Context: an optimization exercise on an open-source flow, tuned for small area and a short achievable clock period. The choices shown serve that exercise and are no tape-out recipe.
RTL that was checked went through simulation tests only; none was proved equivalent to the original.
Power is estimated from default activity; no workload was simulated.

Design mult_man, start of the top module:
module mult_man (
  input clk, input rstn, input data_rdy,
  input [16:0] mult1_signed, input [16:0] mult2_signed,
  output [31:0] res, output [33:0] res_signed, output res_rdy, output [32:0] res_final);
For scale: about 1500 cells after synthesis, ~260 flip-flops, ~140 I/O pins, ~15000 µm² of cells after synthesis.
clock: 4.5 ns
lec_check: 0
cap_margin: 20
core_margin: 2
core_utilization: 40
setup_slack_margin: 2.3
slew_margin: 20
synth_hierarchical: 1
tns_end_percent: 0
standard.sh (not shown) runs the stock make flow with config.mk's settings and CLKGATE_MAP_FILE= SYNTH_SCRIPT=/design/flow/synth_recipe.tcl, a recipe that flattens the netlist after the stock synthesis.
==> flow/flow/run.sh <==
#!/bin/bash
# The standard layout (standard.sh) with two changes:
# - the port buffers that buffer_ports inserts are sky130_fd_sc_hd__buf_2 cells (resized later as
#   needed) instead of the delay cell buffer_ports picks by itself; every port still gets one;
# - ABC maps the design's small gate modules for a 1 fF load instead of 5 fF, so that it does
#   not pick x2/x4 drive strengths for single gates (the resizer upsizes where timing needs it).
set -euo pipefail
bash standard.sh 'BUFFER_PORTS_ARGS=-buffer_cell sky130_fd_sc_hd__buf_2' ABC_LOAD_IN_FF=1 finish > standard_flow.log 2>&1
Then changed:
SETUP_SLACK_MARGIN = 2.55   (was 2.3)
Effect:
- cell count rose by 2.5%
- setup slack gets better by 0.17 ns
- synthesized area stays the same
- power rose by 5.0%
- die area is unchanged
- fmax rose by 8.4%
- register-to-register slack gets better by 0.17 ns
Then changed:
CTS_BUF_LIST = sky130_fd_sc_hd__clkbuf_16   (was not set)
CTS_CLUSTER_DIAMETER = 80   (was not set)
CTS_CLUSTER_SIZE = 30   (was not set)
SETUP_SLACK_MARGIN = 2.5   (was 2.55)
Effect: The changed run went through all stages and came out clean. Global-route usage went down by 1.0 points. Clock skew went up by 0.0072 ns. Power went down by 9.2%. Area after synthesis is unchanged. Die area stays the same. Wire length went down by 7.4%. Sequential power went down by about 0.9%. Worst setup slack improved by 0.015 ns. Via count went down by about 3%. Register-to-register slack improved by 0.02 ns.
Then changed:
SETUP_SLACK_MARGIN = 2.55   (was 2.5)
Outcome: The new run completed with no timing, DRC or antenna violations; core utilization increases by 0.60 points; sequential cell count is unchanged; count of clock-buffer cells in the layout stays the same; worst hold slack barely changes; die area stays the same; combinational power is about the same; routed wire length increases by a few percent; synthesized cell count is unchanged; non-clock buffer count increases by 19.

* * *

## v3
mult_man, a different RTL version from the one above (not shown whole).
Size: roughly 1400 cells after synthesis, about 0.015 mm2 of cells after synthesis.
clock: 4.5 ns
lec_check: 0
abc_clock_period_in_ps: 2000
cap_margin: 20
core_margin: 2
core_utilization: 40
cts_cluster_diameter: 60
cts_cluster_size: 30
setup_slack_margin: 2.4
slew_margin: 20
synth_hierarchical: 1
tns_end_percent: 0
run.sh (not shown) runs the stock make flow with config.mk's settings and CLKGATE_MAP_FILE= SYNTH_SCRIPT=/design/flow/synth_recipe.tcl, a recipe that flattens the netlist after the stock synthesis.
Stock flow here: none of the scripts above is used.
v3: done, clean on timing, DRC and antenna
#### Input delta (v8 over v3)
Settings: CTS_CLUSTER_SIZE removed (was 30); CTS_CLUSTER_DIAMETER removed (was 60); SETUP_SLACK_MARGIN changed from 2.4 to 2.2.
- v3 | stages: all done | timing, DRC, antenna: all pass
- v8 reached the final stage; the timing, DRC and antenna checks on its layout passed.
- When v8 is set beside v3, its final cell area excluding filler cells turns out to be about 1.2% larger.
- Leakage component of the power ended up 0.000064 uW lower on v8 than on v3.
- On non-clock buffer count: between v3 and v8, it ends up lower for v8.
The following lists how v44 was set up differently from v8:
Settings: SETUP_SLACK_MARGIN now 2.4, was 2.2.
==> flow/flow/run.sh (new file) <==
#!/bin/bash
# The standard layout (standard.sh), with one change: the port buffers that buffer_ports
# inserts are sky130_fd_sc_hd__buf_2 cells (later resized as needed) instead of the delay cell
# buffer_ports picks by itself. Every input and output port still gets its buffer.
set -euo pipefail
bash standard.sh 'BUFFER_PORTS_ARGS=-buffer_cell sky130_fd_sc_hd__buf_2' finish > standard_flow.log 2>&1
==> flow/standard.sh (new file) <==
#!/bin/bash
# synth_recipe.tcl (not shown) runs the flow's synth.tcl, then flattens the netlist and writes it again
# the make line also repeats each setting of config.mk as NAME=value (left out here)
make -C /OpenROAD-flow-scripts/flow DESIGN_CONFIG=/design/flow/config.mk WORK_HOME=/design/flow/orfs CLKGATE_MAP_FILE= SYNTH_SCRIPT=/design/flow/synth_recipe.tcl "${@:-finish}"
removed: flow/run.sh
[summary]
Summary of the comparison: register fraction of the total cell area is lower in v44, relative to v8. Of v8 and v44, the run reporting the higher post-detailed-placement cell area was v8. Synthesized cell count came out exactly the same in v8 and v44. Internal power summed over all cells: v44 vs v8 — no meaningful difference. For v8, the slowest stage cell on the critical path was dfxtp_2, unlike v44, where it was fa_1. Per the comparison of v44 with v8, fraction of the mapped netlist area in adder cells comparable, area added between synthesis and finish now sits higher, post-layout worst setup margin grew by 150 ps. Summary of v44 over v8: cell count has increased, largest fanout on the critical path has decreased, routed wire length has increased, highest achievable clock rate has increased.
### v44 -> v16
==> flow/run.sh (new file) <==
#!/bin/bash
# synth_recipe.tcl (not shown) runs the flow's synth.tcl, then flattens the netlist and writes it again
# the make line also repeats each setting of config.mk as NAME=value (left out here)
make -C /OpenROAD-flow-scripts/flow DESIGN_CONFIG=/design/flow/config.mk WORK_HOME=/design/flow/orfs CLKGATE_MAP_FILE= SYNTH_SCRIPT=/design/flow/synth_recipe.tcl finish
removed: flow/flow/run.sh
removed: flow/standard.sh
Notes after the runs:
Re layout cell share with drive strength beyond 1: v16 is 15 points down on v44. Summary of v16 over v44: met1 track demand over resource in global routing went down 2.4 points; clock period minus final worst setup slack went up 84 ps; leakage power went down 6.9%. v44 has lower headroom to the max-slew limit than v16. Measured against v16, the routed length on met2 of v44 comes out at 1.08 times the reference value. | number of standard cells in the layout, taps in and fillers out | lower: v16 |. Wire length reported by the detailed router (v16 vs. v44) decreases by a little under 10%. v16 ends up with a proportion of cell area occupied by registers that is 1.4 points higher than in v44.
No run of this note included a check of the RTL's function; only the layout flow was run.

* * *

mult_man, a different RTL version from the one above (not shown whole).
Size: roughly 1400 cells after synthesis, roughly 15000 sq um of cells after synthesis.
clock: 4.5 ns
lec_check: 0
cap_margin: 20
core_margin: 2
core_utilization: 40
setup_slack_margin: 2.15
slew_margin: 20
synth_hierarchical: 1
tns_end_percent: 0
standard.sh (not shown) runs the stock make flow with config.mk's settings and CLKGATE_MAP_FILE= SYNTH_SCRIPT=/design/flow/synth_recipe.tcl, a recipe that flattens the netlist after the stock synthesis.
==> flow/flow/run.sh <==
#!/bin/bash
# The standard layout (standard.sh) with two changes:
# - the port buffers that buffer_ports inserts are sky130_fd_sc_hd__buf_2 cells (resized later as
#   needed) instead of the delay cell buffer_ports picks by itself; every port still gets one;
# - ABC maps the design's small gate modules for a 1 fF load instead of 5 fF, so that it does
#   not pick x2/x4 drive strengths for single gates (the resizer upsizes where timing needs it).
set -euo pipefail
bash standard.sh 'BUFFER_PORTS_ARGS=-buffer_cell sky130_fd_sc_hd__buf_2' ABC_LOAD_IN_FF=1 finish > standard_flow.log 2>&1
Rerun with:
Settings changed: SETUP_SLACK_MARGIN 2.15 to 2.25.
=> Hold slack barely changes; first-iteration DRC count fell by 3.2%; count of clock-buffer cells in the layout fell by 7; fmax rose by 3.0%.
Rerun with:
==> flow/flow/run.sh (replaced) <==
#!/bin/bash
# The standard layout (standard.sh), with one change: the port buffers that buffer_ports
# inserts are sky130_fd_sc_hd__buf_2 cells (later resized as needed) instead of the delay cell
# buffer_ports picks by itself. Every input and output port still gets its buffer.
set -euo pipefail
bash standard.sh 'BUFFER_PORTS_ARGS=-buffer_cell sky130_fd_sc_hd__buf_2' finish > standard_flow.log 2>&1
Settings changed: ABC_AREA set to 1, ABC_CLOCK_PERIOD_IN_PS set to 2000, SETUP_SLACK_MARGIN 2.25 to 2.3.
=> Area after synthesis increases by about 7%. Register-to-register slack is about the same. Worst hold slack barely changes. Design area came out higher by 8.3%. Routed wire length climbs by about 14%. Power climbs by 5.9%. Worst setup slack loses 0.0092 ns. Maximum frequency decreases by about 0.4%. Sequential power climbs by about 1%. Die area goes up by 6.6%. Critical path depth is unchanged.

* * *

mult_man, a different RTL version from the one above (not shown whole).
Size: ~1400 cells after synthesis, ~290 flip-flops, ~140 I/O pins, about 17000 µm² of cells after synthesis.
clock: 4.5 ns
lec_check: 0
abc_clock_period_in_ps: 2000
cap_margin: 20
core_margin: 2
core_utilization: 40
slew_margin: 20
synth_hierarchical: 1
run.sh (not shown) runs the stock make flow with config.mk's settings and CLKGATE_MAP_FILE= SYNTH_SCRIPT=/design/flow/synth_recipe.tcl, a recipe that flattens the netlist after the stock synthesis.
Stock flow here: none of the scripts above is used.
Then changed:
SETUP_SLACK_MARGIN = 2.4   (was unset)
Total power increases by 4.6%.
Worst hold slack stays flat.
Die area is unchanged.
Combinational power increases by 7.9%.
Cell count increases by 4.7%.
Synthesized cell count is unchanged.
Clock skew increases by 3.7 ps.
No run of this note included a check of the RTL's function; only the layout flow was run.

* * *

== v42 ==
mult_man with an RTL version that a note above also has.
For scale: about 1400 cells after synthesis, about 260 flip-flops.
export LEC_CHECK = 0
export CAP_MARGIN = 20
export CORE_MARGIN = 2
export CORE_UTILIZATION = 40
export SETUP_SLACK_MARGIN = 2.2
export SLEW_MARGIN = 20
export SYNTH_HIERARCHICAL = 1
export TNS_END_PERCENT = 0
create_clock -name core_clock -period 4.5 [get_ports {clk}]
standard.sh (not shown) runs the stock make flow with config.mk's settings and CLKGATE_MAP_FILE= SYNTH_SCRIPT=/design/flow/synth_recipe.tcl, a recipe that flattens the netlist after the stock synthesis.
==> flow/flow/run.sh <==
#!/bin/bash
# The standard layout (standard.sh) with two changes:
# - the port buffers that buffer_ports inserts are sky130_fd_sc_hd__buf_2 cells (resized later as
#   needed) instead of the delay cell buffer_ports picks by itself; every port still gets one;
# - ABC maps the design's small gate modules for a 1 fF load instead of 5 fF, so that it does
#   not pick x2/x4 drive strengths for single gates (the resizer upsizes where timing needs it).
set -euo pipefail
bash standard.sh 'BUFFER_PORTS_ARGS=-buffer_cell sky130_fd_sc_hd__buf_2' ABC_LOAD_IN_FF=1 finish > standard_flow.log 2>&1
Changes in v56 relative to v42:
--- a/flow/config.mk
+++ b/flow/config.mk
@@ -10,0 +11,2 @@
+export CTS_BUF_LIST = sky130_fd_sc_hd__clkbuf_4 sky130_fd_sc_hd__clkbuf_8
+export CTS_CLUSTER_SIZE = 30
==> comparison <==
Setup slack: v42 vs v56 — no meaningful difference
Looking at v56 and v42, the power spent charging and discharging nets is a wash.
Summary: with v42 as the reference, leakage power in v56 moved up slightly.
Taking v42 as the reference, in v56 routed wire length higher, relative contribution of sequential cells to total power roughly the same, total power roughly the same, minimum clock period after layout roughly the same.
~same maximum single-stage delay on the critical path in v56 and v42
Looking at v56 and v42, the setup slack on the worst flop-to-flop path is a wash.
What v25 does differently from v56 at the input level:
--- a/flow/config.mk
+++ b/flow/config.mk
@@ -7,0 +8 @@
+export ABC_CLOCK_PERIOD_IN_PS = 2000
@@ -11,3 +12 @@
-export CTS_BUF_LIST = sky130_fd_sc_hd__clkbuf_4 sky130_fd_sc_hd__clkbuf_8
-export CTS_CLUSTER_SIZE = 30
-export SETUP_SLACK_MARGIN = 2.2
+export SETUP_SLACK_MARGIN = 2.3
--- outcome ---
v25 reached the end of the flow, and the finished layout is clean on the timing, DRC and antenna checks.
No stage failed in v56, and the final checks on the layout all came back clean.
Delta(pre-CTS setup slack, v25 - v56) > 0
Summary of v25 over v56: first-pass GRT wire length shrank by about 1.7%, number of levels the H-tree was split into now sits lower, post-synthesis instance area stayed essentially flat.
Between v56 and v25, the flow reports average detailed-routed wire length per instance increasing by a few percent.
Fmax | v25 vs v56 | v25 slower
Final cycle utilization of the critical path was lower in the run labelled v56.
Run comparison: v25 critical path launch point p1_bm_10; v56 critical path launch point p1_am_0
The following lists how v45 was set up differently from v25:
==> flow/flow/run.sh <==
#!/bin/bash
# The standard layout (standard.sh), with one change: the port buffers that buffer_ports
# inserts are sky130_fd_sc_hd__buf_2 cells (later resized as needed) instead of the delay cell
# buffer_ports picks by itself. Every input and output port still gets its buffer.
set -euo pipefail
bash standard.sh 'BUFFER_PORTS_ARGS=-buffer_cell sky130_fd_sc_hd__buf_2' finish > standard_flow.log 2>&1
--- a/flow/config.mk
+++ b/flow/config.mk
@@ -8 +7,0 @@
-export ABC_CLOCK_PERIOD_IN_PS = 2000
Findings:
Against v25, v45 comes in 1.0 points lower on adder and majority gate portion of the synthesized area.
Count of placed standard cells in the final layout, fillers left out: v45 vs v25, no meaningful difference
Re share of the synthesized area in compound gates (AO/OA/AOI/OAI): v25 was lower than v45.
For switching component of the power, dividing the value from v25 by the value from v45 gives 0.949.
Between v25 and v45, fmax increased.
Changes observed in v45 relative to v25: setup slack at placement increased by 0.016 ns relative to the old numbers, non-clock buffer area fraction after layout decreased by 3.0 points relative to the old numbers, post-layout worst setup margin increased by 0.014 ns relative to the old numbers, placer's final routability congestion estimate increased by 2.7% relative to the old numbers.
Cmp v25 and v45 / average cell area after synthesis / higher: v45
[v45] cell count of the worst reg-to-reg path fell 1 relative to v25

* * *

Setup of lane 5:
mult_man, a different RTL version from the one above (not shown whole).
For scale: roughly 1400 cells after synthesis, ~15000 µm² of cells after synthesis.
export LEC_CHECK = 0
export CAP_MARGIN = 20
export CORE_MARGIN = 2
export CORE_UTILIZATION = 40
export CTS_BUF_LIST = sky130_fd_sc_hd__clkbuf_16
export CTS_CLUSTER_DIAMETER = 80
export CTS_CLUSTER_SIZE = 30
export SETUP_SLACK_MARGIN = 2.2
export SLEW_MARGIN = 20
export SYNTH_HIERARCHICAL = 1
export TNS_END_PERCENT = 0
create_clock -name core_clock -period 4.5 [get_ports {clk}]
==> flow/flow/run.sh <==
#!/bin/bash
# The standard layout (standard.sh) with two changes:
# - the port buffers that buffer_ports inserts are sky130_fd_sc_hd__buf_2 cells (resized later as
#   needed) instead of the delay cell buffer_ports picks by itself; every port still gets one;
# - ABC maps the design's small gate modules for a 1 fF load instead of 5 fF, so that it does
#   not pick x2/x4 drive strengths for single gates (the resizer upsizes where timing needs it).
set -euo pipefail
bash standard.sh 'BUFFER_PORTS_ARGS=-buffer_cell sky130_fd_sc_hd__buf_2' ABC_LOAD_IN_FF=1 finish > standard_flow.log 2>&1
Having completed the whole flow, lane 5 delivered a layout that passed the timing, DRC and antenna checks.
The following lists how lane 2 was set up differently from lane 5:
Settings: CTS_CLUSTER_SIZE removed (was 30); PLACE_DENSITY newly set to 0.7; CORE_UTILIZATION changed from 40 to 55; CTS_CLUSTER_DIAMETER removed (was 80); CTS_BUF_LIST removed (was sky130_fd_sc_hd__clkbuf_16).
--- outcome ---
Compare lane 5 and lane 2 | count of non-CTS buffers in the layout lower: lane 2
Going from lane 5 to lane 2, relative area change from synthesis to final layout grows by 0.62 points.
Lane 2 and lane 5 ended up with roughly the same number of nets at the end of the flow.
Compared with lane 5, lane 2 improves routed wire length.
From lane 2 to lane 5, max-slew violation count did not move at all.
Lane 2: minimum period implied by the final worst setup slack 0.035 ns below lane 5
Sequential fraction of design power: lane 2 < lane 5
Ratio of total power to cell area (lower): lane 5
Final worst setup slack, lane 5 and lane 2: lower on lane 5
Run comparison: lane 5 classification of the worst-slack hold path input port to asynchronous set/reset pin; lane 2 classification of the worst-slack hold path flip-flop to flip-flop
Function was not checked in any run of this note: the RTL went through the layout flow alone.

* * *

tundra:
Starting RTL as in the previous note.
export LEC_CHECK = 0
export CAP_MARGIN = 20
export CORE_MARGIN = 2
export CORE_UTILIZATION = 40
export PLACE_DENSITY = 0.8
export SETUP_SLACK_MARGIN = 2.2
export SLEW_MARGIN = 20
export SYNTH_HIERARCHICAL = 1
export TNS_END_PERCENT = 0
create_clock -name core_clock -period 4.5 [get_ports {clk}]
Scripts as last shown in full above: flow/flow/run.sh
What willow does differently from tundra at the input level:
# tundra
export LEC_CHECK = 0
export CAP_MARGIN = 20
export CORE_MARGIN = 2
export CORE_UTILIZATION = 40
export PLACE_DENSITY = 0.8
export SETUP_SLACK_MARGIN = 2.2
export SLEW_MARGIN = 20
export SYNTH_HIERARCHICAL = 1
export TNS_END_PERCENT = 0
create_clock -name core_clock -period 4.5 [get_ports {clk}]
# willow
export LEC_CHECK = 0
export CAP_MARGIN = 20
export CORE_MARGIN = 2
export CORE_UTILIZATION = 70
export PLACE_DENSITY = 0.85
export SETUP_SLACK_MARGIN = 2.2
export SLEW_MARGIN = 20
export SYNTH_HIERARCHICAL = 1
export TNS_END_PERCENT = 0
create_clock -name core_clock -period 4.5 [get_ports {clk}]
==> results.txt <==
- Of willow and tundra, it is willow that has the lower post-layout instance area.
- Summary of the comparison: pin slew with the least headroom to its limit is lower in willow, relative to tundra.
- | first-pass GRT wire length | higher: tundra |
- Going from tundra to willow, area after detailed placement shrank slightly.
- willow vs tundra: number of cells in the finished layout apart from fillers down in willow
- willow ends up with higher initial antenna violation count than tundra does.
- In willow, the combinational power came out about 2% above the value in tundra.
- In willow, the met1 wire length came out 7.3% below the value in tundra.
- Number of multi-input logic gates across willow and tundra: no real change.
- Of willow and tundra, the run reporting the lower total wirelength of the detailed-routed design was willow.
No run of this note included a check of the RTL's function; only the layout flow was run.

[re-timing with driven ports]
Ports are ideal in the flow. The routed layouts listed here were re-timed in OpenROAD. Step 1 assumes that a clkbuf_16 drives the clock port and a buf_2 every other input. Step 2 times the ports against the registers' clock, not the clock port: input delays grow and output delays shrink by t, the midpoint of the rising clock arrivals with the driver on. Three values: no drivers, after step 1, after step 2; two values: the first two.
run | shift t [ns] | setup WS [ns] | hold slack, ns | worst register clock-pin slew, ns
the first run of note 1 | 0.593 | 2.300 / 2.300 / 2.028 | 0.305 / 0.277 / 0.329 | 0.06 / 0.06
the second run of note 1 | 0.607 | 2.470 / 2.461 / 2.192 | 0.326 / 0.326 / 0.326 | 0.06 / 0.06
the third run of note 1 | 0.545 | 2.485 / 2.485 / 2.175 | 0.333 / 0.333 / 0.333 | 0.11 / 0.11
the fourth run of note 1 | 0.550 | 2.484 / 2.484 / 2.206 | 0.335 / 0.335 / 0.335 | 0.11 / 0.11
v3 | 0.566 | 2.178 / 2.153 / 1.960 | 0.337 / 0.337 / 0.337 | 0.10 / 0.10
v8 | 0.583 | 2.136 / 2.099 / 1.882 | 0.328 / 0.328 / 0.328 | 0.06 / 0.06
v44 | 0.576 | 2.282 / 2.282 / 2.259 | 0.325 / 0.325 / 0.325 | 0.07 / 0.07
v16 | 0.583 | 2.198 / 2.161 / 1.965 | 0.327 / 0.327 / 0.327 | 0.06 / 0.06
the first run of note 3 | 0.585 | 2.172 / 2.172 / 2.172 | 0.327 / 0.327 / 0.327 | 0.06 / 0.06
the second run of note 3 | 0.595 | 2.240 / 2.240 / 2.240 | 0.327 / 0.327 / 0.327 | 0.07 / 0.07
the third run of note 3 | 0.603 | 2.231 / 2.231 / 2.231 | 0.327 / 0.327 / 0.327 | 0.06 / 0.06
the first run of note 4 | 0.554 | 1.857 / 1.857 / 1.691 | 0.325 / 0.325 / 0.325 | 0.06 / 0.06
the second run of note 4 | 0.566 | 2.187 / 2.187 / 1.915 | 0.325 / 0.325 / 0.325 | 0.06 / 0.06
v42 | 0.596 | 2.260 / 2.260 / 2.260 | 0.325 / 0.325 / 0.325 | 0.06 / 0.06
v56 | 0.597 | 2.259 / 2.259 / 2.259 | 0.324 / 0.324 / 0.324 | 0.07 / 0.07
v25 | 0.594 | 2.231 / 2.231 / 2.231 | 0.327 / 0.327 / 0.327 | 0.07 / 0.07
v45 | 0.589 | 2.245 / 2.245 / 2.245 | 0.324 / 0.324 / 0.324 | 0.07 / 0.07
lane 5 | 0.545 | 2.195 / 2.195 / 2.195 | 0.329 / 0.308 / 0.331 | 0.11 / 0.11
lane 2 | 0.561 | 2.230 / 2.230 / 2.230 | 0.313 / 0.313 / 0.313 | 0.06 / 0.06
tundra | 0.573 | 2.224 / 2.224 / 2.224 | 0.328 / 0.328 / 0.328 | 0.07 / 0.07
willow | 0.564 | 2.129 / 2.129 / 2.129 | 0.328 / 0.328 / 0.328 | 0.07 / 0.07
After both steps setup and hold are still met in every run listed. The setup slack of the third run of note 1, which loses most, moves by 0.000 ns with the drivers and by -0.310 ns with both steps.
